Source: an optimization exercise on an open RTL-to-GDS flow (aim: small area and a short achievable clock period). Production flows keep margins and buffers that such runs may drop. The RTL was checked by simulation tests, not by an equivalence proof against the original design.

## flow/design.v (module list and top-level ports; edited modules follow where they fit)
// module diverge_pipe: 1165 lines
// module diverge_tail: 449 lines
// module fractal: 170 lines
module fractal(
input Clk_100M, reset,
input [15:0]startX,  
input [15:0]startY,
input [15:0]stepX,  
input [15:0]stepY,
output [7:0] divOut,
output [18:0] addr_w,
output wire display,
output wire wea
    );
  // ...
==> flow/flow/run.sh <==
#!/bin/bash
# Layout flow: the standard flow (standard.sh) with one change to synthesis.
# Yosys's synth normally runs "abc -fast" before ORFS extracts full adders
# (extract_fa); abc restructures the adder trees first, and the adders it
# leaves are found with mixed polarities, which puts an inverter between many
# pairs of full-adder cells. Here the adders are extracted before "abc -fast".
# Everything else (registers, flattening, renaming, the rest of ORFS) is the
# standard flow.
set -euo pipefail
cd "$(dirname "$0")/.."
{
  cat <<'TCL'
proc synth {args} {
  if {[lsearch -exact $args "fine:"] >= 0} {
    yosys synth -nofsm -noshare -noabc {*}$args
    yosys extract_fa
    yosys abc -fast
    yosys opt -fast
  } else {
    yosys synth -nofsm -noshare {*}$args
  }
}
TCL
  tail -n +2 synth_recipe.tcl
} > flow/fa_synth.tcl
sed "s#$PWD/synth_recipe.tcl#$PWD/flow/fa_synth.tcl#g" standard.sh > flow/fa_standard.sh
grep -q fa_synth.tcl flow/fa_standard.sh
bash flow/fa_standard.sh > flow_make.log 2>&1
==> flow/standard.sh <==
#!/bin/bash
# synth_recipe.tcl (not shown) runs the flow's synth.tcl, then flattens the netlist and writes it again
# the make line also repeats each setting of config.mk as NAME=value (left out here)
make -C /OpenROAD-flow-scripts/flow DESIGN_CONFIG=/design/flow/config.mk WORK_HOME=/design/flow/orfs CLKGATE_MAP_FILE= SYNTH_SCRIPT=/design/flow/synth_recipe.tcl "${@:-finish}"
==> flow/config.mk <==
export PLATFORM = sky130hd
export DESIGN_NAME = fractal
export DESIGN_NICKNAME = fractal
export VERILOG_FILES = /design/flow/design.v
export SDC_FILE = /design/flow/constraint.sdc
export NUM_CORES = 4
export LEC_CHECK = 0
export CAP_MARGIN = 20
export CORE_MARGIN = 2
export CORE_UTILIZATION = 45
export SETUP_SLACK_MARGIN = 5.0
export SLEW_MARGIN = 20
==> flow/constraint.sdc <==
create_clock -name core_clock -period 11.0 [get_ports {Clk_100M}]
set_input_delay 2.2000 -clock core_clock [delete_from_list [all_inputs] [get_ports {Clk_100M}]]
set_output_delay 2.2000 -clock core_clock [all_outputs]
set_load 0.01 [all_outputs]
==> impl_metrics.tcl, run 1 <==
set metrics [dict create \
    status "no timing/DRC/antenna violations" \
    antenna_found_initial 2 \
    max-cap-violations 0 \
    fin_skew_ps 13.3 \
    synth_most_common_cell "fa_1" \
    reg2regPathDepth 23 \
    wl_met1_mm 42.2 \
    worst_r2r_endpoint "tEsc" \
    syn-cell-area_um2 36500 \
    postCtsSetupBuffers 101 \
    num_rows 104 \
    clkCellAreaFrac 0.0299 \
    fillCellCount 7503 \
    grt_max_degree 79 \
    grt_pass1_wl_mm 161 \
    largest_reg_flops 28 \
    yosys_warnings 1 \
    initial_core_util 0.454 \
    grt_pass1_vias 28600 \
    critPathBufInv 7 \
    grt_use_met2 0.426 \
    dp_cells 4903 \
    rsz0062_at_grt "true" \
    synth_edf_count 47 \
    postSynthAreaPerCell_um2 9.39 \
]
==> run 2, diff against run 1 <==
--- a/flow/design.v
+++ b/flow/design.v
@@ -3,4 +3,6 @@
 	input  [14:0] X,
 	input  [14:0] Y,
+	input  [14:0] Xp,
+	input  [14:0] Yp,
 	input  [15:0] cx,
 	input  [15:0] cy,
@@ -747,40 +749,40 @@
 wire [27:0] DX = dx_a + dx_b;
 assign nx = DX[27:12];
-wire s619 = (X[0] & Y[2]) ^ (X[1] & Y[1]) ^ (X[2] & Y[0]);
-wire c620 = ((X[0] & Y[2]) & (X[1] & Y[1])) | ((X[0] & Y[2]) & (X[2] & Y[0])) | ((X[1] & Y[1]) & (X[2] & Y[0]));
-wire s621 = (X[0] & Y[3]) ^ (X[1] & Y[2]) ^ (X[2] & Y[1]);
-wire c622 = ((X[0] & Y[3]) & (X[1] & Y[2])) | ((X[0] & Y[3]) & (X[2] & Y[1])) | ((X[1] & Y[2]) & (X[2] & Y[1]));
-wire s623 = (X[3] & Y[0]) ^ c620 ^ s621;
-wire c624 = ((X[3] & Y[0]) & c620) | ((X[3] & Y[0]) & s621) | (c620 & s621);
-wire s625 = (X[0] & Y[4]) ^ (X[1] & Y[3]) ^ (X[2] & Y[2]);
-wire c626 = ((X[0] & Y[4]) & (X[1] & Y[3])) | ((X[0] & Y[4]) & (X[2] & Y[2])) | ((X[1] & Y[3]) & (X[2] & Y[2]));
-wire s627 = (X[3] & Y[1]) ^ (X[4] & Y[0]) ^ c622;
-wire c628 = ((X[3] & Y[1]) & (X[4] & Y[0])) | ((X[3] & Y[1]) & c622) | ((X[4] & Y[0]) & c622);
+wire s619 = (Xp[0] & Yp[2]) ^ (Xp[1] & Yp[1]) ^ (Xp[2] & Yp[0]);
+wire c620 = ((Xp[0] & Yp[2]) & (Xp[1] & Yp[1])) | ((Xp[0] & Yp[2]) & (Xp[2] & Yp[0])) | ((Xp[1] & Yp[1]) & (Xp[2] & Yp[0]));
+wire s621 = (Xp[0] & Yp[3]) ^ (Xp[1] & Yp[2]) ^ (Xp[2] & Yp[1]);
+wire c622 = ((Xp[0] & Yp[3]) & (Xp[1] & Yp[2])) | ((Xp[0] & Yp[3]) & (Xp[2] & Yp[1])) | ((Xp[1] & Yp[2]) & (Xp[2] & Yp[1]));
+wire s623 = (Xp[3] & Yp[0]) ^ c620 ^ s621;
+wire c624 = ((Xp[3] & Yp[0]) & c620) | ((Xp[3] & Yp[0]) & s621) | (c620 & s621);
+wire s625 = (Xp[0] & Yp[4]) ^ (Xp[1] & Yp[3]) ^ (Xp[2] & Yp[2]);
+wire c626 = ((Xp[0] & Yp[4]) & (Xp[1] & Yp[3])) | ((Xp[0] & Yp[4]) & (Xp[2] & Yp[2])) | ((Xp[1] & Yp[3]) & (Xp[2] & Yp[2]));
+wire s627 = (Xp[3] & Yp[1]) ^ (Xp[4] & Yp[0]) ^ c622;
+wire c628 = ((Xp[3] & Yp[1]) & (Xp[4] & Yp[0])) | ((Xp[3] & Yp[1]) & c622) | ((Xp[4] & Yp[0]) & c622);
 wire s629 = s625 ^ c624 ^ s627;
 wire c630 = (s625 & c624) | (s625 & s627) | (c624 & s627);
-wire s631 = (X[0] & Y[5]) ^ (X[1] & Y[4]) ^ (X[2] & Y[3]);
-wire c632 = ((X[0] & Y[5]) & (X[1] & Y[4])) | ((X[0] & Y[5]) & (X[2] & Y[3])) | ((X[1] & Y[4]) & (X[2] & Y[3]));
-wire s633 = (X[3] & Y[2]) ^ (X[4] & Y[1]) ^ (X[5] & Y[0]);
-wire c634 = ((X[3] & Y[2]) & (X[4] & Y[1])) | ((X[3] & Y[2]) & (X[5] & Y[0])) | ((X[4] & Y[1]) & (X[5] & Y[0]));
+wire s631 = (Xp[0] & Yp[5]) ^ (Xp[1] & Yp[4]) ^ (Xp[2] & Yp[3]);
+wire c632 = ((Xp[0] & Yp[5]) & (Xp[1] & Yp[4])) | ((Xp[0] & Yp[5]) & (Xp[2] & Yp[3])) | ((Xp[1] & Yp[4]) & (Xp[2] & Yp[3]));
+wire s633 = (Xp[3] & Yp[2]) ^ (Xp[4] & Yp[1]) ^ (Xp[5] & Yp[0]);
+wire c634 = ((Xp[3] & Yp[2]) & (Xp[4] & Yp[1])) | ((Xp[3] & Yp[2]) & (Xp[5] & Yp[0])) | ((Xp[4] & Yp[1]) & (Xp[5] & Yp[0]));
 wire s635 = c626 ^ s631 ^ s633;
 wire c636 = (c626 & s631) | (c626 & s633) | (s631 & s633);
 wire s637 = c628 ^ s635;
 wire c638 = c628 & s635;
-wire s639 = (X[0] & Y[6]) ^ (X[1] & Y[5]) ^ (X[2] & Y[4]);
-wire c640 = ((X[0] & Y[6]) & (X[1] & Y[5])) | ((X[0] & Y[6]) & (X[2] & Y[4])) | ((X[1] & Y[5]) & (X[2] & Y[4]));
-wire s641 = (X[3] & Y[3]) ^ (X[4] & Y[2]) ^ (X[5] & Y[1]);
-wire c642 = ((X[3] & Y[3]) & (X[4] & Y[2])) | ((X[3] & Y[3]) & (X[5] & Y[1])) | ((X[4] & Y[2]) & (X[5] & Y[1]));
-wire s643 = (X[6] & Y[0]) ^ c632 ^ c634;
-wire c644 = ((X[6] & Y[0]) & c632) | ((X[6] & Y[0]) & c634) | (c632 & c634);
+wire s639 = (Xp[0] & Yp[6]) ^ (Xp[1] & Yp[5]) ^ (Xp[2] & Yp[4]);
+wire c640 = ((Xp[0] & Yp[6]) & (Xp[1] & Yp[5])) | ((Xp[0] & Yp[6]) & (Xp[2] & Yp[4])) | ((Xp[1] & Yp[5]) & (Xp[2] & Yp[4]));
+wire s641 = (Xp[3] & Yp[3]) ^ (Xp[4] & Yp[2]) ^ (Xp[5] & Yp[1]);
+wire c642 = ((Xp[3] & Yp[3]) & (Xp[4] & Yp[2])) | ((Xp[3] & Yp[3]) & (Xp[5] & Yp[1])) | ((Xp[4] & Yp[2]) & (Xp[5] & Yp[1]));
+wire s643 = (Xp[6] & Yp[0]) ^ c632 ^ c634;
+wire c644 = ((Xp[6] & Yp[0]) & c632) | ((Xp[6] & Yp[0]) & c634) | (c632 & c634);
 wire s645 = s639 ^ s641 ^ c636;
 wire c646 = (s639 & s641) | (s639 & c636) | (s641 & c636);
 wire s647 = s643 ^ c638 ^ s645;
 wire c648 = (s643 & c638) | (s643 & s645) | (c638 & s645);
-wire s649 = (X[0] & Y[7]) ^ (X[1] & Y[6]) ^ (X[2] & Y[5]);
-wire c650 = ((X[0] & Y[7]) & (X[1] & Y[6])) | ((X[0] & Y[7]) & (X[2] & Y[5])) | ((X[1] & Y[6]) & (X[2] & Y[5]));
-wire s651 = (X[3] & Y[4]) ^ (X[4] & Y[3]) ^ (X[5] & Y[2]);
-wire c652 = ((X[3] & Y[4]) & (X[4] & Y[3])) | ((X[3] & Y[4]) & (X[5] & Y[2])) | ((X[4] & Y[3]) & (X[5] & Y[2]));
-wire s653 = (X[6] & Y[1]) ^ (X[7] & Y[0]) ^ c640;
-wire c654 = ((X[6] & Y[1]) & (X[7] & Y[0])) | ((X[6] & Y[1]) & c640) | ((X[7] & Y[0]) & c640);
+wire s649 = (Xp[0] & Yp[7]) ^ (Xp[1] & Yp[6]) ^ (Xp[2] & Yp[5]);
+wire c650 = ((Xp[0] & Yp[7]) & (Xp[1] & Yp[6])) | ((Xp[0] & Yp[7]) & (Xp[2] & Yp[5])) | ((Xp[1] & Yp[6]) & (Xp[2] & Yp[5]));
+wire s651 = (Xp[3] & Yp[4]) ^ (Xp[4] & Yp[3]) ^ (Xp[5] & Yp[2]);
+wire c652 = ((Xp[3] & Yp[4]) & (Xp[4] & Yp[3])) | ((Xp[3] & Yp[4]) & (Xp[5] & Yp[2])) | ((Xp[4] & Yp[3]) & (Xp[5] & Yp[2]));
+wire s653 = (Xp[6] & Yp[1]) ^ (Xp[7] & Yp[0]) ^ c640;
+wire c654 = ((Xp[6] & Yp[1]) & (Xp[7] & Yp[0])) | ((Xp[6] & Yp[1]) & c640) | ((Xp[7] & Yp[0]) & c640);
 wire s655 = c642 ^ s649 ^ s651;
 wire c656 = (c642 & s649) | (c642 & s651) | (s649 & s651);
@@ -789,10 +791,10 @@
 wire s659 = c646 ^ s657;
 wire c660 = c646 & s657;
-wire s661 = (X[0] & Y[8]) ^ (X[1] & Y[7]) ^ (X[2] & Y[6]);
-wire c662 = ((X[0] & Y[8]) & (X[1] & Y[7])) | ((X[0] & Y[8]) & (X[2] & Y[6])) | ((X[1] & Y[7]) & (X[2] & Y[6]));
-wire s663 = (X[3] & Y[5]) ^ (X[4] & Y[4]) ^ (X[5] & Y[3]);
-wire c664 = ((X[3] & Y[5]) & (X[4] & Y[4])) | ((X[3] & Y[5]) & (X[5] & Y[3])) | ((X[4] & Y[4]) & (X[5] & Y[3]));
-wire s665 = (X[6] & Y[2]) ^ (X[7] & Y[1]) ^ (X[8] & Y[0]);
-wire c666 = ((X[6] & Y[2]) & (X[7] & Y[1])) | ((X[6] & Y[2]) & (X[8] & Y[0])) | ((X[7] & Y[1]) & (X[8] & Y[0]));
+wire s661 = (Xp[0] & Yp[8]) ^ (Xp[1] & Yp[7]) ^ (Xp[2] & Yp[6]);
+wire c662 = ((Xp[0] & Yp[8]) & (Xp[1] & Yp[7])) | ((Xp[0] & Yp[8]) & (Xp[2] & Yp[6])) | ((Xp[1] & Yp[7]) & (Xp[2] & Yp[6]));
+wire s663 = (Xp[3] & Yp[5]) ^ (Xp[4] & Yp[4]) ^ (Xp[5] & Yp[3]);
+wire c664 = ((Xp[3] & Yp[5]) & (Xp[4] & Yp[4])) | ((Xp[3] & Yp[5]) & (Xp[5] & Yp[3])) | ((Xp[4] & Yp[4]) & (Xp[5] & Yp[3]));
+wire s665 = (Xp[6] & Yp[2]) ^ (Xp[7] & Yp[1]) ^ (Xp[8] & Yp[0]);
+wire c666 = ((Xp[6] & Yp[2]) & (Xp[7] & Yp[1])) | ((Xp[6] & Yp[2]) & (Xp[8] & Yp[0])) | ((Xp[7] & Yp[1]) & (Xp[8] & Yp[0]));
 wire s667 = c650 ^ c652 ^ s661;
 wire c668 = (c650 & c652) | (c650 & s661) | (c652 & s661);
@@ -803,12 +805,12 @@
 wire s673 = c658 ^ c660 ^ s671;
 wire c674 = (c658 & c660) | (c658 & s671) | (c660 & s671);
-wire s675 = (X[0] & Y[9]) ^ (X[1] & Y[8]) ^ (X[2] & Y[7]);
-wire c676 = ((X[0] & Y[9]) & (X[1] & Y[8])) | ((X[0] & Y[9]) & (X[2] & Y[7])) | ((X[1] & Y[8]) & (X[2] & Y[7]));
-wire s677 = (X[3] & Y[6]) ^ (X[4] & Y[5]) ^ (X[5] & Y[4]);
-wire c678 = ((X[3] & Y[6]) & (X[4] & Y[5])) | ((X[3] & Y[6]) & (X[5] & Y[4])) | ((X[4] & Y[5]) & (X[5] & Y[4]));
-wire s679 = (X[6] & Y[3]) ^ (X[7] & Y[2]) ^ (X[8] & Y[1]);
-wire c680 = ((X[6] & Y[3]) & (X[7] & Y[2])) | ((X[6] & Y[3]) & (X[8] & Y[1])) | ((X[7] & Y[2]) & (X[8] & Y[1]));
-wire s681 = (X[9] & Y[0]) ^ c662 ^ c664;
-wire c682 = ((X[9] & Y[0]) & c662) | ((X[9] & Y[0]) & c664) | (c662 & c664);
+wire s675 = (Xp[0] & Yp[9]) ^ (Xp[1] & Yp[8]) ^ (Xp[2] & Yp[7]);
+wire c676 = ((Xp[0] & Yp[9]) & (Xp[1] & Yp[8])) | ((Xp[0] & Yp[9]) & (Xp[2] & Yp[7])) | ((Xp[1] & Yp[8]) & (Xp[2] & Yp[7]));
+wire s677 = (Xp[3] & Yp[6]) ^ (Xp[4] & Yp[5]) ^ (Xp[5] & Yp[4]);
+wire c678 = ((Xp[3] & Yp[6]) & (Xp[4] & Yp[5])) | ((Xp[3] & Yp[6]) & (Xp[5] & Yp[4])) | ((Xp[4] & Yp[5]) & (Xp[5] & Yp[4]));
+wire s679 = (Xp[6] & Yp[3]) ^ (Xp[7] & Yp[2]) ^ (Xp[8] & Yp[1]);
+wire c680 = ((Xp[6] & Yp[3]) & (Xp[7] & Yp[2])) | ((Xp[6] & Yp[3]) & (Xp[8] & Yp[1])) | ((Xp[7] & Yp[2]) & (Xp[8] & Yp[1]));
+wire s681 = (Xp[9] & Yp[0]) ^ c662 ^ c664;
+wire c682 = ((Xp[9] & Yp[0]) & c662) | ((Xp[9] & Yp[0]) & c664) | (c662 & c664);
 wire s683 = c666 ^ s675 ^ s677;
 wire c684 = (c666 & s675) | (c666 & s677) | (s675 & s677);
@@ -819,12 +821,12 @@
 wire s689 = c672 ^ s687;
 wire c690 = c672 & s687;
-wire s691 = (X[0] & Y[10]) ^ (X[1] & Y[9]) ^ (X[2] & Y[8]);
-wire c692 = ((X[0] & Y[10]) & (X[1] & Y[9])) | ((X[0] & Y[10]) & (X[2] & Y[8])) | ((X[1] & Y[9]) & (X[2] & Y[8]));
-wire s693 = (X[3] & Y[7]) ^ (X[4] & Y[6]) ^ (X[5] & Y[5]);
-wire c694 = ((X[3] & Y[7]) & (X[4] & Y[6])) | ((X[3] & Y[7]) & (X[5] & Y[5])) | ((X[4] & Y[6]) & (X[5] & Y[5]));
-wire s695 = (X[6] & Y[4]) ^ (X[7] & Y[3]) ^ (X[8] & Y[2]);
-wire c696 = ((X[6] & Y[4]) & (X[7] & Y[3])) | ((X[6] & Y[4]) & (X[8] & Y[2])) | ((X[7] & Y[3]) & (X[8] & Y[2]));
-wire s697 = (X[9] & Y[1]) ^ (X[10] & Y[0]) ^ c676;
-wire c698 = ((X[9] & Y[1]) & (X[10] & Y[0])) | ((X[9] & Y[1]) & c676) | ((X[10] & Y[0]) & c676);
+wire s691 = (Xp[0] & Yp[10]) ^ (Xp[1] & Yp[9]) ^ (Xp[2] & Yp[8]);
+wire c692 = ((Xp[0] & Yp[10]) & (Xp[1] & Yp[9])) | ((Xp[0] & Yp[10]) & (Xp[2] & Yp[8])) | ((Xp[1] & Yp[9]) & (Xp[2] & Yp[8]));
+wire s693 = (Xp[3] & Yp[7]) ^ (Xp[4] & Yp[6]) ^ (Xp[5] & Yp[5]);
+wire c694 = ((Xp[3] & Yp[7]) & (Xp[4] & Yp[6])) | ((Xp[3] & Yp[7]) & (Xp[5] & Yp[5])) | ((Xp[4] & Yp[6]) & (Xp[5] & Yp[5]));
+wire s695 = (Xp[6] & Yp[4]) ^ (Xp[7] & Yp[3]) ^ (Xp[8] & Yp[2]);
+wire c696 = ((Xp[6] & Yp[4]) & (Xp[7] & Yp[3])) | ((Xp[6] & Yp[4]) & (Xp[8] & Yp[2])) | ((Xp[7] & Yp[3]) & (Xp[8] & Yp[2]));
+wire s697 = (Xp[9] & Yp[1]) ^ (Xp[10] & Yp[0]) ^ c676;
+wire c698 = ((Xp[9] & Yp[1]) & (Xp[10] & Yp[0])) | ((Xp[9] & Yp[1]) & c676) | ((Xp[10] & Yp[0]) & c676);
 wire s699 = c678 ^ c680 ^ s691;
 wire c700 = (c678 & c680) | (c678 & s691) | (c680 & s691);
@@ -837,12 +839,12 @@
 wire s707 = c688 ^ s705 ^ c690;
 wire c708 = (c688 & s705) | (c688 & c690) | (s705 & c690);
-wire s709 = (X[0] & Y[11]) ^ (X[1] & Y[10]) ^ (X[2] & Y[9]);
-wire c710 = ((X[0] & Y[11]) & (X[1] & Y[10])) | ((X[0] & Y[11]) & (X[2] & Y[9])) | ((X[1] & Y[10]) & (X[2] & Y[9]));
-wire s711 = (X[3] & Y[8]) ^ (X[4] & Y[7]) ^ (X[5] & Y[6]);
-wire c712 = ((X[3] & Y[8]) & (X[4] & Y[7])) | ((X[3] & Y[8]) & (X[5] & Y[6])) | ((X[4] & Y[7]) & (X[5] & Y[6]));
-wire s713 = (X[6] & Y[5]) ^ (X[7] & Y[4]) ^ (X[8] & Y[3]);
-wire c714 = ((X[6] & Y[5]) & (X[7] & Y[4])) | ((X[6] & Y[5]) & (X[8] & Y[3])) | ((X[7] & Y[4]) & (X[8] & Y[3]));
-wire s715 = (X[9] & Y[2]) ^ (X[10] & Y[1]) ^ (X[11] & Y[0]);
-wire c716 = ((X[9] & Y[2]) & (X[10] & Y[1])) | ((X[9] & Y[2]) & (X[11] & Y[0])) | ((X[10] & Y[1]) & (X[11] & Y[0]));
+wire s709 = (Xp[0] & Yp[11]) ^ (Xp[1] & Yp[10]) ^ (Xp[2] & Yp[9]);
+wire c710 = ((Xp[0] & Yp[11]) & (Xp[1] & Yp[10])) | ((Xp[0] & Yp[11]) & (Xp[2] & Yp[9])) | ((Xp[1] & Yp[10]) & (Xp[2] & Yp[9]));
+wire s711 = (Xp[3] & Yp[8]) ^ (Xp[4] & Yp[7]) ^ (Xp[5] & Yp[6]);
+wire c712 = ((Xp[3] & Yp[8]) & (Xp[4] & Yp[7])) | ((Xp[3] & Yp[8]) & (Xp[5] & Yp[6])) | ((Xp[4] & Yp[7]) & (Xp[5] & Yp[6]));
+wire s713 = (Xp[6] & Yp[5]) ^ (Xp[7] & Yp[4]) ^ (Xp[8] & Yp[3]);
+wire c714 = ((Xp[6] & Yp[5]) & (Xp[7] & Yp[4])) | ((Xp[6] & Yp[5]) & (Xp[8] & Yp[3])) | ((Xp[7] & Yp[4]) & (Xp[8] & Yp[3]));
+wire s715 = (Xp[9] & Yp[2]) ^ (Xp[10] & Yp[1]) ^ (Xp[11] & Yp[0]);
+wire c716 = ((Xp[9] & Yp[2]) & (Xp[10] & Yp[1])) | ((Xp[9] & Yp[2]) & (Xp[11] & Yp[0])) | ((Xp[10] & Yp[1]) & (Xp[11] & Yp[0]));
 wire s717 = cy[0] ^ c692 ^ c694;
 wire c718 = (cy[0] & c692) | (cy[0] & c694) | (c692 & c694);
@@ -857,14 +859,14 @@
 wire s727 = s723 ^ c706 ^ s725;
 wire c728 = (s723 & c706) | (s723 & s725) | (c706 & s725);
-wire s729 = (X[0] & Y[12]) ^ (X[1] & Y[11]) ^ (X[2] & Y[10]);
-wire c730 = ((X[0] & Y[12]) & (X[1] & Y[11])) | ((X[0] & Y[12]) & (X[2] & Y[10])) | ((X[1] & Y[11]) & (X[2] & Y[10]));
-wire s731 = (X[3] & Y[9]) ^ (X[4] & Y[8]) ^ (X[5] & Y[7]);
-wire c732 = ((X[3] & Y[9]) & (X[4] & Y[8])) | ((X[3] & Y[9]) & (X[5] & Y[7])) | ((X[4] & Y[8]) & (X[5] & Y[7]));
-wire s733 = (X[6] & Y[6]) ^ (X[7] & Y[5]) ^ (X[8] & Y[4]);
-wire c734 = ((X[6] & Y[6]) & (X[7] & Y[5])) | ((X[6] & Y[6]) & (X[8] & Y[4])) | ((X[7] & Y[5]) & (X[8] & Y[4]));
-wire s735 = (X[9] & Y[3]) ^ (X[10] & Y[2]) ^ (X[11] & Y[1]);
-wire c736 = ((X[9] & Y[3]) & (X[10] & Y[2])) | ((X[9] & Y[3]) & (X[11] & Y[1])) | ((X[10] & Y[2]) & (X[11] & Y[1]));
-wire s737 = (X[12] & Y[0]) ^ cy[1] ^ c710;
-wire c738 = ((X[12] & Y[0]) & cy[1]) | ((X[12] & Y[0]) & c710) | (cy[1] & c710);
+wire s729 = (Xp[0] & Yp[12]) ^ (Xp[1] & Yp[11]) ^ (Xp[2] & Yp[10]);
+wire c730 = ((Xp[0] & Yp[12]) & (Xp[1] & Yp[11])) | ((Xp[0] & Yp[12]) & (Xp[2] & Yp[10])) | ((Xp[1] & Yp[11]) & (Xp[2] & Yp[10]));
+wire s731 = (Xp[3] & Yp[9]) ^ (Xp[4] & Yp[8]) ^ (Xp[5] & Yp[7]);
+wire c732 = ((Xp[3] & Yp[9]) & (Xp[4] & Yp[8])) | ((Xp[3] & Yp[9]) & (Xp[5] & Yp[7])) | ((Xp[4] & Yp[8]) & (Xp[5] & Yp[7]));
+wire s733 = (Xp[6] & Yp[6]) ^ (Xp[7] & Yp[5]) ^ (Xp[8] & Yp[4]);
+wire c734 = ((Xp[6] & Yp[6]) & (Xp[7] & Yp[5])) | ((Xp[6] & Yp[6]) & (Xp[8] & Yp[4])) | ((Xp[7] & Yp[5]) & (Xp[8] & Yp[4]));
+wire s735 = (Xp[9] & Yp[3]) ^ (Xp[10] & Yp[2]) ^ (Xp[11] & Yp[1]);
+wire c736 = ((Xp[9] & Yp[3]) & (Xp[10] & Yp[2])) | ((Xp[9] & Yp[3]) & (Xp[11] & Yp[1])) | ((Xp[10] & Yp[2]) & (Xp[11] & Yp[1]));
+wire s737 = (Xp[12] & Yp[0]) ^ cy[1] ^ c710;
+wire c738 = ((Xp[12] & Yp[0]) & cy[1]) | ((Xp[12] & Yp[0]) & c710) | (cy[1] & c710);
 wire s739 = c712 ^ c714 ^ c716;
 wire c740 = (c712 & c714) | (c712 & c716) | (c714 & c716);
@@ -879,14 +881,14 @@
 wire s749 = s745 ^ c726 ^ s747;
 wire c750 = (s745 & c726) | (s745 & s747) | (c726 & s747);
-wire s751 = (X[0] & Y[13]) ^ (X[1] & Y[12]) ^ (X[2] & Y[11]);
-wire c752 = ((X[0] & Y[13]) & (X[1] & Y[12])) | ((X[0] & Y[13]) & (X[2] & Y[11])) | ((X[1] & Y[12]) & (X[2] & Y[11]));
-wire s753 = (X[3] & Y[10]) ^ (X[4] & Y[9]) ^ (X[5] & Y[8]);
-wire c754 = ((X[3] & Y[10]) & (X[4] & Y[9])) | ((X[3] & Y[10]) & (X[5] & Y[8])) | ((X[4] & Y[9]) & (X[5] & Y[8]));
-wire s755 = (X[6] & Y[7]) ^ (X[7] & Y[6]) ^ (X[8] & Y[5]);
-wire c756 = ((X[6] & Y[7]) & (X[7] & Y[6])) | ((X[6] & Y[7]) & (X[8] & Y[5])) | ((X[7] & Y[6]) & (X[8] & Y[5]));
-wire s757 = (X[9] & Y[4]) ^ (X[10] & Y[3]) ^ (X[11] & Y[2]);
-wire c758 = ((X[9] & Y[4]) & (X[10] & Y[3])) | ((X[9] & Y[4]) & (X[11] & Y[2])) | ((X[10] & Y[3]) & (X[11] & Y[2]));
-wire s759 = (X[12] & Y[1]) ^ (X[13] & Y[0]) ^ cy[2];
-wire c760 = ((X[12] & Y[1]) & (X[13] & Y[0])) | ((X[12] & Y[1]) & cy[2]) | ((X[13] & Y[0]) & cy[2]);
+wire s751 = (Xp[0] & Yp[13]) ^ (Xp[1] & Yp[12]) ^ (Xp[2] & Yp[11]);
+wire c752 = ((Xp[0] & Yp[13]) & (Xp[1] & Yp[12])) | ((Xp[0] & Yp[13]) & (Xp[2] & Yp[11])) | ((Xp[1] & Yp[12]) & (Xp[2] & Yp[11]));
+wire s753 = (Xp[3] & Yp[10]) ^ (Xp[4] & Yp[9]) ^ (Xp[5] & Yp[8]);
+wire c754 = ((Xp[3] & Yp[10]) & (Xp[4] & Yp[9])) | ((Xp[3] & Yp[10]) & (Xp[5] & Yp[8])) | ((Xp[4] & Yp[9]) & (Xp[5] & Yp[8]));
+wire s755 = (Xp[6] & Yp[7]) ^ (Xp[7] & Yp[6]) ^ (Xp[8] & Yp[5]);
+wire c756 = ((Xp[6] & Yp[7]) & (Xp[7] & Yp[6])) | ((Xp[6] & Yp[7]) & (Xp[8] & Yp[5])) | ((Xp[7] & Yp[6]) & (Xp[8] & Yp[5]));
+wire s757 = (Xp[9] & Yp[4]) ^ (Xp[10] & Yp[3]) ^ (Xp[11] & Yp[2]);
+wire c758 = ((Xp[9] & Yp[4]) & (Xp[10] & Yp[3])) | ((Xp[9] & Yp[4]) & (Xp[11] & Yp[2])) | ((Xp[10] & Yp[3]) & (Xp[11] & Yp[2]));
+wire s759 = (Xp[12] & Yp[1]) ^ (Xp[13] & Yp[0]) ^ cy[2];
+wire c760 = ((Xp[12] & Yp[1]) & (Xp[13] & Yp[0])) | ((Xp[12] & Yp[1]) & cy[2]) | ((Xp[13] & Yp[0]) & cy[2]);
 wire s761 = c730 ^ c732 ^ c734;
 wire c762 = (c730 & c732) | (c730 & c734) | (c732 & c734);
@@ -903,14 +905,14 @@
 wire s773 = s769 ^ c748 ^ s771;
 wire c774 = (s769 & c748) | (s769 & s771) | (c748 & s771);
-wire s775 = ~(X[14] & Y[0]) ^ ~(Y[14] & X[0]) ^ (X[1] & Y[13]);
-wire c776 = (~(X[14] & Y[0]) & ~(Y[14] & X[0])) | (~(X[14] & Y[0]) & (X[1] & Y[13])) | (~(Y[14] & X[0]) & (X[1] & Y[13]));
-wire s777 = (X[2] & Y[12]) ^ (X[3] & Y[11]) ^ (X[4] & Y[10]);
-wire c778 = ((X[2] & Y[12]) & (X[3] & Y[11])) | ((X[2] & Y[12]) & (X[4] & Y[10])) | ((X[3] & Y[11]) & (X[4] & Y[10]));
-wire s779 = (X[5] & Y[9]) ^ (X[6] & Y[8]) ^ (X[7] & Y[7]);
-wire c780 = ((X[5] & Y[9]) & (X[6] & Y[8])) | ((X[5] & Y[9]) & (X[7] & Y[7])) | ((X[6] & Y[8]) & (X[7] & Y[7]));
-wire s781 = (X[8] & Y[6]) ^ (X[9] & Y[5]) ^ (X[10] & Y[4]);
-wire c782 = ((X[8] & Y[6]) & (X[9] & Y[5])) | ((X[8] & Y[6]) & (X[10] & Y[4])) | ((X[9] & Y[5]) & (X[10] & Y[4]));
-wire s783 = (X[11] & Y[3]) ^ (X[12] & Y[2]) ^ (X[13] & Y[1]);
-wire c784 = ((X[11] & Y[3]) & (X[12] & Y[2])) | ((X[11] & Y[3]) & (X[13] & Y[1])) | ((X[12] & Y[2]) & (X[13] & Y[1]));
+wire s775 = ~(Xp[14] & Yp[0]) ^ ~(Yp[14] & Xp[0]) ^ (Xp[1] & Yp[13]);
+wire c776 = (~(Xp[14] & Yp[0]) & ~(Yp[14] & Xp[0])) | (~(Xp[14] & Yp[0]) & (Xp[1] & Yp[13])) | (~(Yp[14] & Xp[0]) & (Xp[1] & Yp[13]));
+wire s777 = (Xp[2] & Yp[12]) ^ (Xp[3] & Yp[11]) ^ (Xp[4] & Yp[10]);
+wire c778 = ((Xp[2] & Yp[12]) & (Xp[3] & Yp[11])) | ((Xp[2] & Yp[12]) & (Xp[4] & Yp[10])) | ((Xp[3] & Yp[11]) & (Xp[4] & Yp[10]));
+wire s779 = (Xp[5] & Yp[9]) ^ (Xp[6] & Yp[8]) ^ (Xp[7] & Yp[7]);
+wire c780 = ((Xp[5] & Yp[9]) & (Xp[6] & Yp[8])) | ((Xp[5] & Yp[9]) & (Xp[7] & Yp[7])) | ((Xp[6] & Yp[8]) & (Xp[7] & Yp[7]));
+wire s781 = (Xp[8] & Yp[6]) ^ (Xp[9] & Yp[5]) ^ (Xp[10] & Yp[4]);
+wire c782 = ((Xp[8] & Yp[6]) & (Xp[9] & Yp[5])) | ((Xp[8] & Yp[6]) & (Xp[10] & Yp[4])) | ((Xp[9] & Yp[5]) & (Xp[10] & Yp[4]));
+wire s783 = (Xp[11] & Yp[3]) ^ (Xp[12] & Yp[2]) ^ (Xp[13] & Yp[1]);
+wire c784 = ((Xp[11] & Yp[3]) & (Xp[12] & Yp[2])) | ((Xp[11] & Yp[3]) & (Xp[13] & Yp[1])) | ((Xp[12] & Yp[2]) & (Xp[13] & Yp[1]));
 wire s785 = cy[3] ^ c752 ^ c754;
 wire c786 = (cy[3] & c752) | (cy[3] & c754) | (c752 & c754);
@@ -929,14 +931,14 @@
 wire s799 = c772 ^ s795 ^ s797;
 wire c800 = (c772 & s795) | (c772 & s797) | (s795 & s797);
-wire s801 = 1'b1 ^ ~(X[14] & Y[1]) ^ ~(Y[14] & X[1]);
-wire c802 = (1'b1 & ~(X[14] & Y[1])) | (1'b1 & ~(Y[14] & X[1])) | (~(X[14] & Y[1]) & ~(Y[14] & X[1]));
-wire s803 = (X[2] & Y[13]) ^ (X[3] & Y[12]) ^ (X[4] & Y[11]);
-wire c804 = ((X[2] & Y[13]) & (X[3] & Y[12])) | ((X[2] & Y[13]) & (X[4] & Y[11])) | ((X[3] & Y[12]) & (X[4] & Y[11]));
-wire s805 = (X[5] & Y[10]) ^ (X[6] & Y[9]) ^ (X[7] & Y[8]);
-wire c806 = ((X[5] & Y[10]) & (X[6] & Y[9])) | ((X[5] & Y[10]) & (X[7] & Y[8])) | ((X[6] & Y[9]) & (X[7] & Y[8]));
-wire s807 = (X[8] & Y[7]) ^ (X[9] & Y[6]) ^ (X[10] & Y[5]);
-wire c808 = ((X[8] & Y[7]) & (X[9] & Y[6])) | ((X[8] & Y[7]) & (X[10] & Y[5])) | ((X[9] & Y[6]) & (X[10] & Y[5]));
-wire s809 = (X[11] & Y[4]) ^ (X[12] & Y[3]) ^ (X[13] & Y[2]);
-wire c810 = ((X[11] & Y[4]) & (X[12] & Y[3])) | ((X[11] & Y[4]) & (X[13] & Y[2])) | ((X[12] & Y[3]) & (X[13] & Y[2]));
+wire s801 = 1'b1 ^ ~(Xp[14] & Yp[1]) ^ ~(Yp[14] & Xp[1]);
+wire c802 = (1'b1 & ~(Xp[14] & Yp[1])) | (1'b1 & ~(Yp[14] & Xp[1])) | (~(Xp[14] & Yp[1]) & ~(Yp[14] & Xp[1]));
+wire s803 = (Xp[2] & Yp[13]) ^ (Xp[3] & Yp[12]) ^ (Xp[4] & Yp[11]);
+wire c804 = ((Xp[2] & Yp[13]) & (Xp[3] & Yp[12])) | ((Xp[2] & Yp[13]) & (Xp[4] & Yp[11])) | ((Xp[3] & Yp[12]) & (Xp[4] & Yp[11]));
+wire s805 = (Xp[5] & Yp[10]) ^ (Xp[6] & Yp[9]) ^ (Xp[7] & Yp[8]);
+wire c806 = ((Xp[5] & Yp[10]) & (Xp[6] & Yp[9])) | ((Xp[5] & Yp[10]) & (Xp[7] & Yp[8])) | ((Xp[6] & Yp[9]) & (Xp[7] & Yp[8]));
+wire s807 = (Xp[8] & Yp[7]) ^ (Xp[9] & Yp[6]) ^ (Xp[10] & Yp[5]);
+wire c808 = ((Xp[8] & Yp[7]) & (Xp[9] & Yp[6])) | ((Xp[8] & Yp[7]) & (Xp[10] & Yp[5])) | ((Xp[9] & Yp[6]) & (Xp[10] & Yp[5]));
+wire s809 = (Xp[11] & Yp[4]) ^ (Xp[12] & Yp[3]) ^ (Xp[13] & Yp[2]);
+wire c810 = ((Xp[11] & Yp[4]) & (Xp[12] & Yp[3])) | ((Xp[11] & Yp[4]) & (Xp[13] & Yp[2])) | ((Xp[12] & Yp[3]) & (Xp[13] & Yp[2]));
 wire s811 = cy[4] ^ c776 ^ c778;
 wire c812 = (cy[4] & c776) | (cy[4] & c778) | (c776 & c778);
@@ -957,14 +959,14 @@
 wire s827 = c798 ^ s825 ^ c800;
 wire c828 = (c798 & s825) | (c798 & c800) | (s825 & c800);
-wire s829 = ~(X[14] & Y[2]) ^ ~(Y[14] & X[2]) ^ (X[3] & Y[13]);
-wire c830 = (~(X[14] & Y[2]) & ~(Y[14] & X[2])) | (~(X[14] & Y[2]) & (X[3] & Y[13])) | (~(Y[14] & X[2]) & (X[3] & Y[13]));
-wire s831 = (X[4] & Y[12]) ^ (X[5] & Y[11]) ^ (X[6] & Y[10]);
-wire c832 = ((X[4] & Y[12]) & (X[5] & Y[11])) | ((X[4] & Y[12]) & (X[6] & Y[10])) | ((X[5] & Y[11]) & (X[6] & Y[10]));
-wire s833 = (X[7] & Y[9]) ^ (X[8] & Y[8]) ^ (X[9] & Y[7]);
-wire c834 = ((X[7] & Y[9]) & (X[8] & Y[8])) | ((X[7] & Y[9]) & (X[9] & Y[7])) | ((X[8] & Y[8]) & (X[9] & Y[7]));
-wire s835 = (X[10] & Y[6]) ^ (X[11] & Y[5]) ^ (X[12] & Y[4]);
-wire c836 = ((X[10] & Y[6]) & (X[11] & Y[5])) | ((X[10] & Y[6]) & (X[12] & Y[4])) | ((X[11] & Y[5]) & (X[12] & Y[4]));
-wire s837 = (X[13] & Y[3]) ^ cy[5] ^ c802;
-wire c838 = ((X[13] & Y[3]) & cy[5]) | ((X[13] & Y[3]) & c802) | (cy[5] & c802);
+wire s829 = ~(Xp[14] & Yp[2]) ^ ~(Yp[14] & Xp[2]) ^ (Xp[3] & Yp[13]);
+wire c830 = (~(Xp[14] & Yp[2]) & ~(Yp[14] & Xp[2])) | (~(Xp[14] & Yp[2]) & (Xp[3] & Yp[13])) | (~(Yp[14] & Xp[2]) & (Xp[3] & Yp[13]));
+wire s831 = (Xp[4] & Yp[12]) ^ (Xp[5] & Yp[11]) ^ (Xp[6] & Yp[10]);
+wire c832 = ((Xp[4] & Yp[12]) & (Xp[5] & Yp[11])) | ((Xp[4] & Yp[12]) & (Xp[6] & Yp[10])) | ((Xp[5] & Yp[11]) & (Xp[6] & Yp[10]));
+wire s833 = (Xp[7] & Yp[9]) ^ (Xp[8] & Yp[8]) ^ (Xp[9] & Yp[7]);
+wire c834 = ((Xp[7] & Yp[9]) & (Xp[8] & Yp[8])) | ((Xp[7] & Yp[9]) & (Xp[9] & Yp[7])) | ((Xp[8] & Yp[8]) & (Xp[9] & Yp[7]));
+wire s835 = (Xp[10] & Yp[6]) ^ (Xp[11] & Yp[5]) ^ (Xp[12] & Yp[4]);
+wire c836 = ((Xp[10] & Yp[6]) & (Xp[11] & Yp[5])) | ((Xp[10] & Yp[6]) & (Xp[12] & Yp[4])) | ((Xp[11] & Yp[5]) & (Xp[12] & Yp[4]));
+wire s837 = (Xp[13] & Yp[3]) ^ cy[5] ^ c802;
+wire c838 = ((Xp[13] & Yp[3]) & cy[5]) | ((Xp[13] & Yp[3]) & c802) | (cy[5] & c802);
 wire s839 = c804 ^ c806 ^ c808;
 wire c840 = (c804 & c806) | (c804 & c808) | (c806 & c808);
@@ -983,12 +985,12 @@
 wire s853 = s849 ^ c826 ^ s851;
 wire c854 = (s849 & c826) | (s849 & s851) | (c826 & s851);
-wire s855 = ~(X[14] & Y[3]) ^ ~(Y[14] & X[3]) ^ (X[4] & Y[13]);
-wire c856 = (~(X[14] & Y[3]) & ~(Y[14] & X[3])) | (~(X[14] & Y[3]) & (X[4] & Y[13])) | (~(Y[14] & X[3]) & (X[4] & Y[13]));
-wire s857 = (X[5] & Y[12]) ^ (X[6] & Y[11]) ^ (X[7] & Y[10]);
-wire c858 = ((X[5] & Y[12]) & (X[6] & Y[11])) | ((X[5] & Y[12]) & (X[7] & Y[10])) | ((X[6] & Y[11]) & (X[7] & Y[10]));
-wire s859 = (X[8] & Y[9]) ^ (X[9] & Y[8]) ^ (X[10] & Y[7]);
-wire c860 = ((X[8] & Y[9]) & (X[9] & Y[8])) | ((X[8] & Y[9]) & (X[10] & Y[7])) | ((X[9] & Y[8]) & (X[10] & Y[7]));
-wire s861 = (X[11] & Y[6]) ^ (X[12] & Y[5]) ^ (X[13] & Y[4]);
-wire c862 = ((X[11] & Y[6]) & (X[12] & Y[5])) | ((X[11] & Y[6]) & (X[13] & Y[4])) | ((X[12] & Y[5]) & (X[13] & Y[4]));
+wire s855 = ~(Xp[14] & Yp[3]) ^ ~(Yp[14] & Xp[3]) ^ (Xp[4] & Yp[13]);
+wire c856 = (~(Xp[14] & Yp[3]) & ~(Yp[14] & Xp[3])) | (~(Xp[14] & Yp[3]) & (Xp[4] & Yp[13])) | (~(Yp[14] & Xp[3]) & (Xp[4] & Yp[13]));
+wire s857 = (Xp[5] & Yp[12]) ^ (Xp[6] & Yp[11]) ^ (Xp[7] & Yp[10]);
+wire c858 = ((Xp[5] & Yp[12]) & (Xp[6] & Yp[11])) | ((Xp[5] & Yp[12]) & (Xp[7] & Yp[10])) | ((Xp[6] & Yp[11]) & (Xp[7] & Yp[10]));
+wire s859 = (Xp[8] & Yp[9]) ^ (Xp[9] & Yp[8]) ^ (Xp[10] & Yp[7]);
+wire c860 = ((Xp[8] & Yp[9]) & (Xp[9] & Yp[8])) | ((Xp[8] & Yp[9]) & (Xp[10] & Yp[7])) | ((Xp[9] & Yp[8]) & (Xp[10] & Yp[7]));
+wire s861 = (Xp[11] & Yp[6]) ^ (Xp[12] & Yp[5]) ^ (Xp[13] & Yp[4]);
+wire c862 = ((Xp[11] & Yp[6]) & (Xp[12] & Yp[5])) | ((Xp[11] & Yp[6]) & (Xp[13] & Yp[4])) | ((Xp[12] & Yp[5]) & (Xp[13] & Yp[4]));
 wire s863 = cy[6] ^ c830 ^ c832;
 wire c864 = (cy[6] & c830) | (cy[6] & c832) | (c830 & c832);
@@ -1007,12 +1009,12 @@
 wire s877 = s873 ^ c852 ^ s875;
 wire c878 = (s873 & c852) | (s873 & s875) | (c852 & s875);
-wire s879 = ~(X[14] & Y[4]) ^ ~(Y[14] & X[4]) ^ (X[5] & Y[13]);
-wire c880 = (~(X[14] & Y[4]) & ~(Y[14] & X[4])) | (~(X[14] & Y[4]) & (X[5] & Y[13])) | (~(Y[14] & X[4]) & (X[5] & Y[13]));
-wire s881 = (X[6] & Y[12]) ^ (X[7] & Y[11]) ^ (X[8] & Y[10]);
-wire c882 = ((X[6] & Y[12]) & (X[7] & Y[11])) | ((X[6] & Y[12]) & (X[8] & Y[10])) | ((X[7] & Y[11]) & (X[8] & Y[10]));
-wire s883 = (X[9] & Y[9]) ^ (X[10] & Y[8]) ^ (X[11] & Y[7]);
-wire c884 = ((X[9] & Y[9]) & (X[10] & Y[8])) | ((X[9] & Y[9]) & (X[11] & Y[7])) | ((X[10] & Y[8]) & (X[11] & Y[7]));
-wire s885 = (X[12] & Y[6]) ^ (X[13] & Y[5]) ^ cy[7];
-wire c886 = ((X[12] & Y[6]) & (X[13] & Y[5])) | ((X[12] & Y[6]) & cy[7]) | ((X[13] & Y[5]) & cy[7]);
+wire s879 = ~(Xp[14] & Yp[4]) ^ ~(Yp[14] & Xp[4]) ^ (Xp[5] & Yp[13]);
+wire c880 = (~(Xp[14] & Yp[4]) & ~(Yp[14] & Xp[4])) | (~(Xp[14] & Yp[4]) & (Xp[5] & Yp[13])) | (~(Yp[14] & Xp[4]) & (Xp[5] & Yp[13]));
+wire s881 = (Xp[6] & Yp[12]) ^ (Xp[7] & Yp[11]) ^ (Xp[8] & Yp[10]);
+wire c882 = ((Xp[6] & Yp[12]) & (Xp[7] & Yp[11])) | ((Xp[6] & Yp[12]) & (Xp[8] & Yp[10])) | ((Xp[7] & Yp[11]) & (Xp[8] & Yp[10]));
+wire s883 = (Xp[9] & Yp[9]) ^ (Xp[10] & Yp[8]) ^ (Xp[11] & Yp[7]);
+wire c884 = ((Xp[9] & Yp[9]) & (Xp[10] & Yp[8])) | ((Xp[9] & Yp[9]) & (Xp[11] & Yp[7])) | ((Xp[10] & Yp[8]) & (Xp[11] & Yp[7]));
+wire s885 = (Xp[12] & Yp[6]) ^ (Xp[13] & Yp[5]) ^ cy[7];
+wire c886 = ((Xp[12] & Yp[6]) & (Xp[13] & Yp[5])) | ((Xp[12] & Yp[6]) & cy[7]) | ((Xp[13] & Yp[5]) & cy[7]);
 wire s887 = c856 ^ c858 ^ c860;
 wire c888 = (c856 & c858) | (c856 & c860) | (c858 & c860);
@@ -1029,12 +1031,12 @@
 wire s899 = s895 ^ c876 ^ s897;
 wire c900 = (s895 & c876) | (s895 & s897) | (c876 & s897);
-wire s901 = ~(X[14] & Y[5]) ^ ~(Y[14] & X[5]) ^ (X[6] & Y[13]);
-wire c902 = (~(X[14] & Y[5]) & ~(Y[14] & X[5])) | (~(X[14] & Y[5]) & (X[6] & Y[13])) | (~(Y[14] & X[5]) & (X[6] & Y[13]));
-wire s903 = (X[7] & Y[12]) ^ (X[8] & Y[11]) ^ (X[9] & Y[10]);
-wire c904 = ((X[7] & Y[12]) & (X[8] & Y[11])) | ((X[7] & Y[12]) & (X[9] & Y[10])) | ((X[8] & Y[11]) & (X[9] & Y[10]));
-wire s905 = (X[10] & Y[9]) ^ (X[11] & Y[8]) ^ (X[12] & Y[7]);
-wire c906 = ((X[10] & Y[9]) & (X[11] & Y[8])) | ((X[10] & Y[9]) & (X[12] & Y[7])) | ((X[11] & Y[8]) & (X[12] & Y[7]));
-wire s907 = (X[13] & Y[6]) ^ cy[8] ^ c880;
-wire c908 = ((X[13] & Y[6]) & cy[8]) | ((X[13] & Y[6]) & c880) | (cy[8] & c880);
+wire s901 = ~(Xp[14] & Yp[5]) ^ ~(Yp[14] & Xp[5]) ^ (Xp[6] & Yp[13]);
+wire c902 = (~(Xp[14] & Yp[5]) & ~(Yp[14] & Xp[5])) | (~(Xp[14] & Yp[5]) & (Xp[6] & Yp[13])) | (~(Yp[14] & Xp[5]) & (Xp[6] & Yp[13]));
+wire s903 = (Xp[7] & Yp[12]) ^ (Xp[8] & Yp[11]) ^ (Xp[9] & Yp[10]);
+wire c904 = ((Xp[7] & Yp[12]) & (Xp[8] & Yp[11])) | ((Xp[7] & Yp[12]) & (Xp[9] & Yp[10])) | ((Xp[8] & Yp[11]) & (Xp[9] & Yp[10]));
+wire s905 = (Xp[10] & Yp[9]) ^ (Xp[11] & Yp[8]) ^ (Xp[12] & Yp[7]);
+wire c906 = ((Xp[10] & Yp[9]) & (Xp[11] & Yp[8])) | ((Xp[10] & Yp[9]) & (Xp[12] & Yp[7])) | ((Xp[11] & Yp[8]) & (Xp[12] & Yp[7]));
+wire s907 = (Xp[13] & Yp[6]) ^ cy[8] ^ c880;
+wire c908 = ((Xp[13] & Yp[6]) & cy[8]) | ((Xp[13] & Yp[6]) & c880) | (cy[8] & c880);
 wire s909 = c882 ^ c884 ^ s901;
 wire c910 = (c882 & c884) | (c882 & s901) | (c884 & s901);
@@ -1049,10 +1051,10 @@
 wire s919 = s915 ^ c898 ^ s917;
 wire c920 = (s915 & c898) | (s915 & s917) | (c898 & s917);
-wire s921 = ~(X[14] & Y[6]) ^ ~(Y[14] & X[6]) ^ (X[7] & Y[13]);
-wire c922 = (~(X[14] & Y[6]) & ~(Y[14] & X[6])) | (~(X[14] & Y[6]) & (X[7] & Y[13])) | (~(Y[14] & X[6]) & (X[7] & Y[13]));
-wire s923 = (X[8] & Y[12]) ^ (X[9] & Y[11]) ^ (X[10] & Y[10]);
-wire c924 = ((X[8] & Y[12]) & (X[9] & Y[11])) | ((X[8] & Y[12]) & (X[10] & Y[10])) | ((X[9] & Y[11]) & (X[10] & Y[10]));
-wire s925 = (X[11] & Y[9]) ^ (X[12] & Y[8]) ^ (X[13] & Y[7]);
-wire c926 = ((X[11] & Y[9]) & (X[12] & Y[8])) | ((X[11] & Y[9]) & (X[13] & Y[7])) | ((X[12] & Y[8]) & (X[13] & Y[7]));
+wire s921 = ~(Xp[14] & Yp[6]) ^ ~(Yp[14] & Xp[6]) ^ (Xp[7] & Yp[13]);
+wire c922 = (~(Xp[14] & Yp[6]) & ~(Yp[14] & Xp[6])) | (~(Xp[14] & Yp[6]) & (Xp[7] & Yp[13])) | (~(Yp[14] & Xp[6]) & (Xp[7] & Yp[13]));
+wire s923 = (Xp[8] & Yp[12]) ^ (Xp[9] & Yp[11]) ^ (Xp[10] & Yp[10]);
+wire c924 = ((Xp[8] & Yp[12]) & (Xp[9] & Yp[11])) | ((Xp[8] & Yp[12]) & (Xp[10] & Yp[10])) | ((Xp[9] & Yp[11]) & (Xp[10] & Yp[10]));
+wire s925 = (Xp[11] & Yp[9]) ^ (Xp[12] & Yp[8]) ^ (Xp[13] & Yp[7]);
+wire c926 = ((Xp[11] & Yp[9]) & (Xp[12] & Yp[8])) | ((Xp[11] & Yp[9]) & (Xp[13] & Yp[7])) | ((Xp[12] & Yp[8]) & (Xp[13] & Yp[7]));
 wire s927 = cy[9] ^ c902 ^ c904;
 wire c928 = (cy[9] & c902) | (cy[9] & c904) | (c902 & c904);
@@ -1067,10 +1069,10 @@
 wire s937 = c916 ^ s935 ^ c918;
 wire c938 = (c916 & s935) | (c916 & c918) | (s935 & c918);
-wire s939 = ~(X[14] & Y[7]) ^ ~(Y[14] & X[7]) ^ (X[8] & Y[13]);
-wire c940 = (~(X[14] & Y[7]) & ~(Y[14] & X[7])) | (~(X[14] & Y[7]) & (X[8] & Y[13])) | (~(Y[14] & X[7]) & (X[8] & Y[13]));
-wire s941 = (X[9] & Y[12]) ^ (X[10] & Y[11]) ^ (X[11] & Y[10]);
-wire c942 = ((X[9] & Y[12]) & (X[10] & Y[11])) | ((X[9] & Y[12]) & (X[11] & Y[10])) | ((X[10] & Y[11]) & (X[11] & Y[10]));
-wire s943 = (X[12] & Y[9]) ^ (X[13] & Y[8]) ^ cy[10];
-wire c944 = ((X[12] & Y[9]) & (X[13] & Y[8])) | ((X[12] & Y[9]) & cy[10]) | ((X[13] & Y[8]) & cy[10]);
+wire s939 = ~(Xp[14] & Yp[7]) ^ ~(Yp[14] & Xp[7]) ^ (Xp[8] & Yp[13]);
+wire c940 = (~(Xp[14] & Yp[7]) & ~(Yp[14] & Xp[7])) | (~(Xp[14] & Yp[7]) & (Xp[8] & Yp[13])) | (~(Yp[14] & Xp[7]) & (Xp[8] & Yp[13]));
+wire s941 = (Xp[9] & Yp[12]) ^ (Xp[10] & Yp[11]) ^ (Xp[11] & Yp[10]);
+wire c942 = ((Xp[9] & Yp[12]) & (Xp[10] & Yp[11])) | ((Xp[9] & Yp[12]) & (Xp[11] & Yp[10])) | ((Xp[10] & Yp[11]) & (Xp[11] & Yp[10]));
+wire s943 = (Xp[12] & Yp[9]) ^ (Xp[13] & Yp[8]) ^ cy[10];
+wire c944 = ((Xp[12] & Yp[9]) & (Xp[13] & Yp[8])) | ((Xp[12] & Yp[9]) & cy[10]) | ((Xp[13] & Yp[8]) & cy[10]);
 wire s945 = c922 ^ c924 ^ c926;
 wire c946 = (c922 & c924) | (c922 & c926) | (c924 & c926);
@@ -1083,10 +1085,10 @@
 wire s953 = s949 ^ c936 ^ s951;
 wire c954 = (s949 & c936) | (s949 & s951) | (c936 & s951);
-wire s955 = ~(X[14] & Y[8]) ^ ~(Y[14] & X[8]) ^ (X[9] & Y[13]);
-wire c956 = (~(X[14] & Y[8]) & ~(Y[14] & X[8])) | (~(X[14] & Y[8]) & (X[9] & Y[13])) | (~(Y[14] & X[8]) & (X[9] & Y[13]));
-wire s957 = (X[10] & Y[12]) ^ (X[11] & Y[11]) ^ (X[12] & Y[10]);
-wire c958 = ((X[10] & Y[12]) & (X[11] & Y[11])) | ((X[10] & Y[12]) & (X[12] & Y[10])) | ((X[11] & Y[11]) & (X[12] & Y[10]));
-wire s959 = (X[13] & Y[9]) ^ cy[11] ^ c940;
-wire c960 = ((X[13] & Y[9]) & cy[11]) | ((X[13] & Y[9]) & c940) | (cy[11] & c940);
+wire s955 = ~(Xp[14] & Yp[8]) ^ ~(Yp[14] & Xp[8]) ^ (Xp[9] & Yp[13]);
+wire c956 = (~(Xp[14] & Yp[8]) & ~(Yp[14] & Xp[8])) | (~(Xp[14] & Yp[8]) & (Xp[9] & Yp[13])) | (~(Yp[14] & Xp[8]) & (Xp[9] & Yp[13]));
+wire s957 = (Xp[10] & Yp[12]) ^ (Xp[11] & Yp[11]) ^ (Xp[12] & Yp[10]);
+wire c958 = ((Xp[10] & Yp[12]) & (Xp[11] & Yp[11])) | ((Xp[10] & Yp[12]) & (Xp[12] & Yp[10])) | ((Xp[11] & Yp[11]) & (Xp[12] & Yp[10]));
+wire s959 = (Xp[13] & Yp[9]) ^ cy[11] ^ c940;
+wire c960 = ((Xp[13] & Yp[9]) & cy[11]) | ((Xp[13] & Yp[9]) & c940) | (cy[11] & c940);
 wire s961 = c942 ^ s955 ^ s957;
 wire c962 = (c942 & s955) | (c942 & s957) | (s955 & s957);
@@ -1097,8 +1099,8 @@
 wire s967 = s963 ^ c952 ^ s965;
 wire c968 = (s963 & c952) | (s963 & s965) | (c952 & s965);
-wire s969 = ~(X[14] & Y[9]) ^ ~(Y[14] & X[9]) ^ (X[10] & Y[13]);
-wire c970 = (~(X[14] & Y[9]) & ~(Y[14] & X[9])) | (~(X[14] & Y[9]) & (X[10] & Y[13])) | (~(Y[14] & X[9]) & (X[10] & Y[13]));
-wire s971 = (X[11] & Y[12]) ^ (X[12] & Y[11]) ^ (X[13] & Y[10]);
-wire c972 = ((X[11] & Y[12]) & (X[12] & Y[11])) | ((X[11] & Y[12]) & (X[13] & Y[10])) | ((X[12] & Y[11]) & (X[13] & Y[10]));
+wire s969 = ~(Xp[14] & Yp[9]) ^ ~(Yp[14] & Xp[9]) ^ (Xp[10] & Yp[13]);
+wire c970 = (~(Xp[14] & Yp[9]) & ~(Yp[14] & Xp[9])) | (~(Xp[14] & Yp[9]) & (Xp[10] & Yp[13])) | (~(Yp[14] & Xp[9]) & (Xp[10] & Yp[13]));
+wire s971 = (Xp[11] & Yp[12]) ^ (Xp[12] & Yp[11]) ^ (Xp[13] & Yp[10]);
+wire c972 = ((Xp[11] & Yp[12]) & (Xp[12] & Yp[11])) | ((Xp[11] & Yp[12]) & (Xp[13] & Yp[10])) | ((Xp[12] & Yp[11]) & (Xp[13] & Yp[10]));
 wire s973 = cy[12] ^ c956 ^ c958;
 wire c974 = (cy[12] & c956) | (cy[12] & c958) | (c956 & c958);
@@ -1109,8 +1111,8 @@
 wire s979 = s975 ^ c966 ^ s977;
 wire c980 = (s975 & c966) | (s975 & s977) | (c966 & s977);
-wire s981 = ~(X[14] & Y[10]) ^ ~(Y[14] & X[10]) ^ (X[11] & Y[13]);
-wire c982 = (~(X[14] & Y[10]) & ~(Y[14] & X[10])) | (~(X[14] & Y[10]) & (X[11] & Y[13])) | (~(Y[14] & X[10]) & (X[11] & Y[13]));
-wire s983 = (X[12] & Y[12]) ^ (X[13] & Y[11]) ^ cy[13];
-wire c984 = ((X[12] & Y[12]) & (X[13] & Y[11])) | ((X[12] & Y[12]) & cy[13]) | ((X[13] & Y[11]) & cy[13]);
+wire s981 = ~(Xp[14] & Yp[10]) ^ ~(Yp[14] & Xp[10]) ^ (Xp[11] & Yp[13]);
+wire c982 = (~(Xp[14] & Yp[10]) & ~(Yp[14] & Xp[10])) | (~(Xp[14] & Yp[10]) & (Xp[11] & Yp[13])) | (~(Yp[14] & Xp[10]) & (Xp[11] & Yp[13]));
+wire s983 = (Xp[12] & Yp[12]) ^ (Xp[13] & Yp[11]) ^ cy[13];
+wire c984 = ((Xp[12] & Yp[12]) & (Xp[13] & Yp[11])) | ((Xp[12] & Yp[12]) & cy[13]) | ((Xp[13] & Yp[11]) & cy[13]);
 wire s985 = c970 ^ c972 ^ s981;
 wire c986 = (c970 & c972) | (c970 & s981) | (c972 & s981);
@@ -1119,14 +1121,14 @@
 wire s989 = c976 ^ s987 ^ c978;
 wire c990 = (c976 & s987) | (c976 & c978) | (s987 & c978);
-wire s991 = ~(X[14] & Y[11]) ^ ~(Y[14] & X[11]) ^ (X[12] & Y[13]);
-wire c992 = (~(X[14] & Y[11]) & ~(Y[14] & X[11])) | (~(X[14] & Y[11]) & (X[12] & Y[13])) | (~(Y[14] & X[11]) & (X[12] & Y[13]));
-wire s993 = (X[13] & Y[12]) ^ cy[14] ^ c982;
-wire c994 = ((X[13] & Y[12]) & cy[14]) | ((X[13] & Y[12]) & c982) | (cy[14] & c982);
+wire s991 = ~(Xp[14] & Yp[11]) ^ ~(Yp[14] & Xp[11]) ^ (Xp[12] & Yp[13]);
+wire c992 = (~(Xp[14] & Yp[11]) & ~(Yp[14] & Xp[11])) | (~(Xp[14] & Yp[11]) & (Xp[12] & Yp[13])) | (~(Yp[14] & Xp[11]) & (Xp[12] & Yp[13]));
+wire s993 = (Xp[13] & Yp[12]) ^ cy[14] ^ c982;
+wire c994 = ((Xp[13] & Yp[12]) & cy[14]) | ((Xp[13] & Yp[12]) & c982) | (cy[14] & c982);
 wire s995 = s991 ^ c984 ^ c986;
 wire c996 = (s991 & c984) | (s991 & c986) | (c984 & c986);
 wire s997 = s993 ^ c988 ^ s995;
 wire c998 = (s993 & c988) | (s993 & s995) | (c988 & s995);
-wire s999 = ~(X[14] & Y[12]) ^ ~(Y[14] & X[12]) ^ (X[13] & Y[13]);
-wire c1000 = (~(X[14] & Y[12]) & ~(Y[14] & X[12])) | (~(X[14] & Y[12]) & (X[13] & Y[13])) | (~(Y[14] & X[12]) & (X[13] & Y[13]));
+wire s999 = ~(Xp[14] & Yp[12]) ^ ~(Yp[14] & Xp[12]) ^ (Xp[13] & Yp[13]);
+wire c1000 = (~(Xp[14] & Yp[12]) & ~(Yp[14] & Xp[12])) | (~(Xp[14] & Yp[12]) & (Xp[13] & Yp[13])) | (~(Yp[14] & Xp[12]) & (Xp[13] & Yp[13]));
 wire s1001 = cy[15] ^ c992 ^ s999;
 wire c1002 = (cy[15] & c992) | (cy[15] & s999) | (c992 & s999);
@@ -1135,6 +1137,6 @@
 wire [27:0] dy_a, dy_b;
 assign dy_a[0] = 1'b0; assign dy_b[0] = 1'b0;
-assign dy_a[1] = (X[0] & Y[0]); assign dy_b[1] = 1'b0;
-assign dy_a[2] = (X[0] & Y[1]); assign dy_b[2] = (X[1] & Y[0]);
+assign dy_a[1] = (Xp[0] & Yp[0]); assign dy_b[1] = 1'b0;
+assign dy_a[2] = (Xp[0] & Yp[1]); assign dy_b[2] = (Xp[1] & Yp[0]);
 assign dy_a[3] = s619; assign dy_b[3] = 1'b0;
 assign dy_a[4] = s623; assign dy_b[4] = 1'b0;
@@ -1700,9 +1702,10 @@
 endfunction
 reg [15:0] mx, my;
+reg [14:0] pxn, pyn;      
 reg        mEsc;          
 reg [2:0]  mIdx;          
 wire        uBig;
 wire [15:0] unx, uny;
-diverge_pipe step(.X(mx[14:0]), .Y(my[14:0]), .cx(xReg1), .cy(yReg1),
+diverge_pipe step(.X(mx[14:0]), .Y(my[14:0]), .Xp(~pxn), .Yp(~pyn), .cx(xReg1), .cy(yReg1),
 	.big(uBig), .nx(unx), .ny(uny));
 wire        uOut = uBig | ~inrange(mx) | ~inrange(my);
@@ -1711,8 +1714,12 @@
 		mx   <= newX;
 		my   <= newY;
+		pxn  <= ~newX[14:0];
+		pyn  <= ~newY[14:0];
 		mEsc <= 1'b0;
 	end else begin
 		mx   <= unx;
 		my   <= uny;
+		pxn  <= ~unx[14:0];
+		pyn  <= ~uny[14:0];
 		mEsc <= mEsc | uOut;
 		if (!mEsc) mIdx <= cc;
==> run 2 against run 1 <==
Hold slack got worse by 0.67 ps. Maximum frequency rose by 3.9%. Register-to-register slack gained 230 ps. Synthesized cell count is 1.6% higher. Sequential cell count grew 30. Cell count up 1.2%. First-iteration DRC count up 8.5%. Critical endpoint unchanged.
==> impl_metrics.tcl, run 2 <==
set metrics [dict create \
    max_stage_delay_ps 550 \
    fin_setup_tns_ps 0 \
    timing.hold.worst.class "reg2reg" \
    syn-cell-area_um2 37000 \
    holdBufCountCts 0 \
    layout_commonest_cell "fa_1" \
    synth_most_common_cell "fa_1" \
    synth.area.top_cells "fa_1 32%, dfxtp_1 14%, ha_1 10%" \
    ys_types 93 \
    required_ps 11300 \
    async_flop_share 0 \
    clock_latency_ps 580 \
    cts.path.max_buffers 3 \
    arrival_ps 6210 \
    avgRoutedWirePerCell_um 19.9 \
    htree_levels 2 \
    synthCells 3946 \
    reg_top3 "acc (28), currAddr (19)" \
    fin_skew_ps 24.4 \
    use_met3 0.0278 \
    crit_top_cell "fa_1" \
    synthFlopType "dfxtp_1" \
    grt_max_degree 93 \
    crit_chain "buf_6 > fa_2 > inv_2 > fa_2 > inv_2 > fa_1 > fa_1 > ha_4 > inv_1 > fa_1 > inv_2 > fa_1 > ha_4 > nand4_1 > or4_1 > a31o_1 > a21oi_2 > o21ai_2 > a2111oi_4 > o311ai_1" \
    grt_busiest_layer "met2" \
    timing.final.crit_period_ps 5910 \
    drc 0 \
    synth_compound_area_frac 0.102 \
    min_period_over_period 0.538 \
    max_freq_mhz 169 \
    cpMaxStageDelayCell "fa_1" \
    multi_input_area_um2 28700 \
    synth_top_area_frac 0.325 \
    tightest_slew_ps 1120 \
    synth_largest_area_cell "fa_1" \
    largest_reg_flops 28 \
    clkTransAtPathRegs_ps 70 \
    viasPerCell 5.38 \
    rsz0062_at_grt "true" \
    max-cap-violations 0 \
    initial_core_util 0.453 \
    fillCellCount 7693 \
    top_register "acc" \
    path_class "reg2reg" \
    status "no timing/DRC/antenna violations" \
    cts_inserted_buffers 38 \
    ys_ff_latch 307 \
    critPathBufInv 5 \
    synth_xor_area_frac 0.0497 \
    ios 95 \
    vias 27700 \
    dp_cells 4991 \
    yosys_warnings 1 \
    die_w_um 291 \
    drive_above_1_share 0.109 \
    routed_wl_mm 103 \
    postSynthAreaPerCell_um2 9.37 \
    grt_pass1_vias 28500 \
    antenna_found_initial 0 \
    synth_edf_count 47 \
    grt_pass1_wl_mm 162 \
    ys_seq_area_frac 0.179 \
    grt_use_met2 0.413 \
    relSlewSlack 0.248 \
    num_rows 105 \
    drt_iter0_markers 1813 \
    start_kind "flip-flop" \
    muxShareOfSynthArea 0.0126 \
    setup_viol 0 \
]
run 2: cell types whose count changed after synthesis, sizes merged, moves of 19 or more:
cell	before	now
inv	388	411
a211oi	23	42
nor2	320	469
dfxtp	230	260
nand2	334	306
and2	411	289
run 2: final cells by class:
type | instances | share of cell area
Multi-Input combinational cell | 3071 | 0.687
Sequential cell | 307 | 0.163
Timing Repair Buffer | 211 | 0.0445
Inverter | 427 | 0.0408
Tap cell | 1070 | 0.0321
Clock buffer | 48 | 0.0246
Clock inverter | 21 | 0.00776
run 2: what timing repair did:
item	4_1_cts	5_1_grt
endpoints found under the setup margin	61	50
pin swaps	45	84
buffers inserted	65	30
resized for setup	162	125
run 2: kinds of logic after synthesis:
logic type	Yosys count
buf+inv	570
compound gates	575
flops	307
xor+xnor	209
simple gates	1339
mux	45
fa+ha+maj	899
other cells	2
run 2: per-stage QoR:
| step | util | worst slack, ps | hold WS [ps] | cell area, um^2 |
|---|---|---|---|---|
| after floorplan | - | 5010 | 400 | 37000 |
| after global placement | 0.476 | 4430 | 407 | 38900 |
| after detailed placement | 0.476 | 4310 | 405 | 38900 |
| after CTS | 0.503 | 5000 | 420 | 41100 |
| after global routing | 0.511 | 4910 | 431 | 41700 |
| final | 0.511 | 5090 | 417 | 41700 |
run 2: worst reg2reg max path: stages (launching register included):
cell       delay [ps]
dfxtp_4           380
buf_6             140
fa_2              390
inv_2              70
fa_2              180
inv_2              40
fa_1              550
fa_1              460
ha_4              290
inv_1              50
fa_1              540
inv_2              60
fa_1              500
ha_4              290
nand4_1           120
or4_1             520
a31o_1            210
a21oi_2           230
o21ai_2           120
a2111oi_4         380
o311ai_1          130
run 2: worst paths after layout:
kind,startpoint,to,slack [ps],depth (start not counted)
worst min register to register,resIdx[2],outIdx[2],420,0
worst min-delay path,resIdx[2],outIdx[2],420,0
worst max-delay path,my[6],tEsc,5090,20
worst max register to register,my[6],tEsc,5090,20
run 2: routing by layer:
metal	wire length, um	up-vias
met5	0	-
met4	4360	0
met3	5020	156
met2	49400	704
met1	43800	13800
li1	-	13000

-- separate check: timing with driven ports --
How much do the figures lean on ideal ports? The routed layouts below were timed once more, with nothing changed but the port constraints. Step 1 assumes that a clkbuf_16 drives the clock port and a buf_2 every other input. Step 2 moves the port delays by t, midway between the first and last clock arrival at a register: inputs arrive t later, outputs are due t later. That takes back most of the time a late clock gives input paths. a / b / c = no drivers / after step 1 / after step 2; a / b = the first two.
| run | t, ns | setup WS [ns] | worst hold slack (ns) | clock arrival spread, ns | cell pins on the clock port's net |
|---|---|---|---|---|---|
| run 1 | 0.627 | 4.858 / 4.858 / 4.858 | 0.418 / 0.418 / 0.418 | 0.013 / 0.013 | 1 |
| run 2 | 0.636 | 5.087 / 5.087 / 5.087 | 0.417 / 0.417 / 0.417 | 0.024 / 0.024 | 1 |
After both steps setup and hold are still met in every run listed.
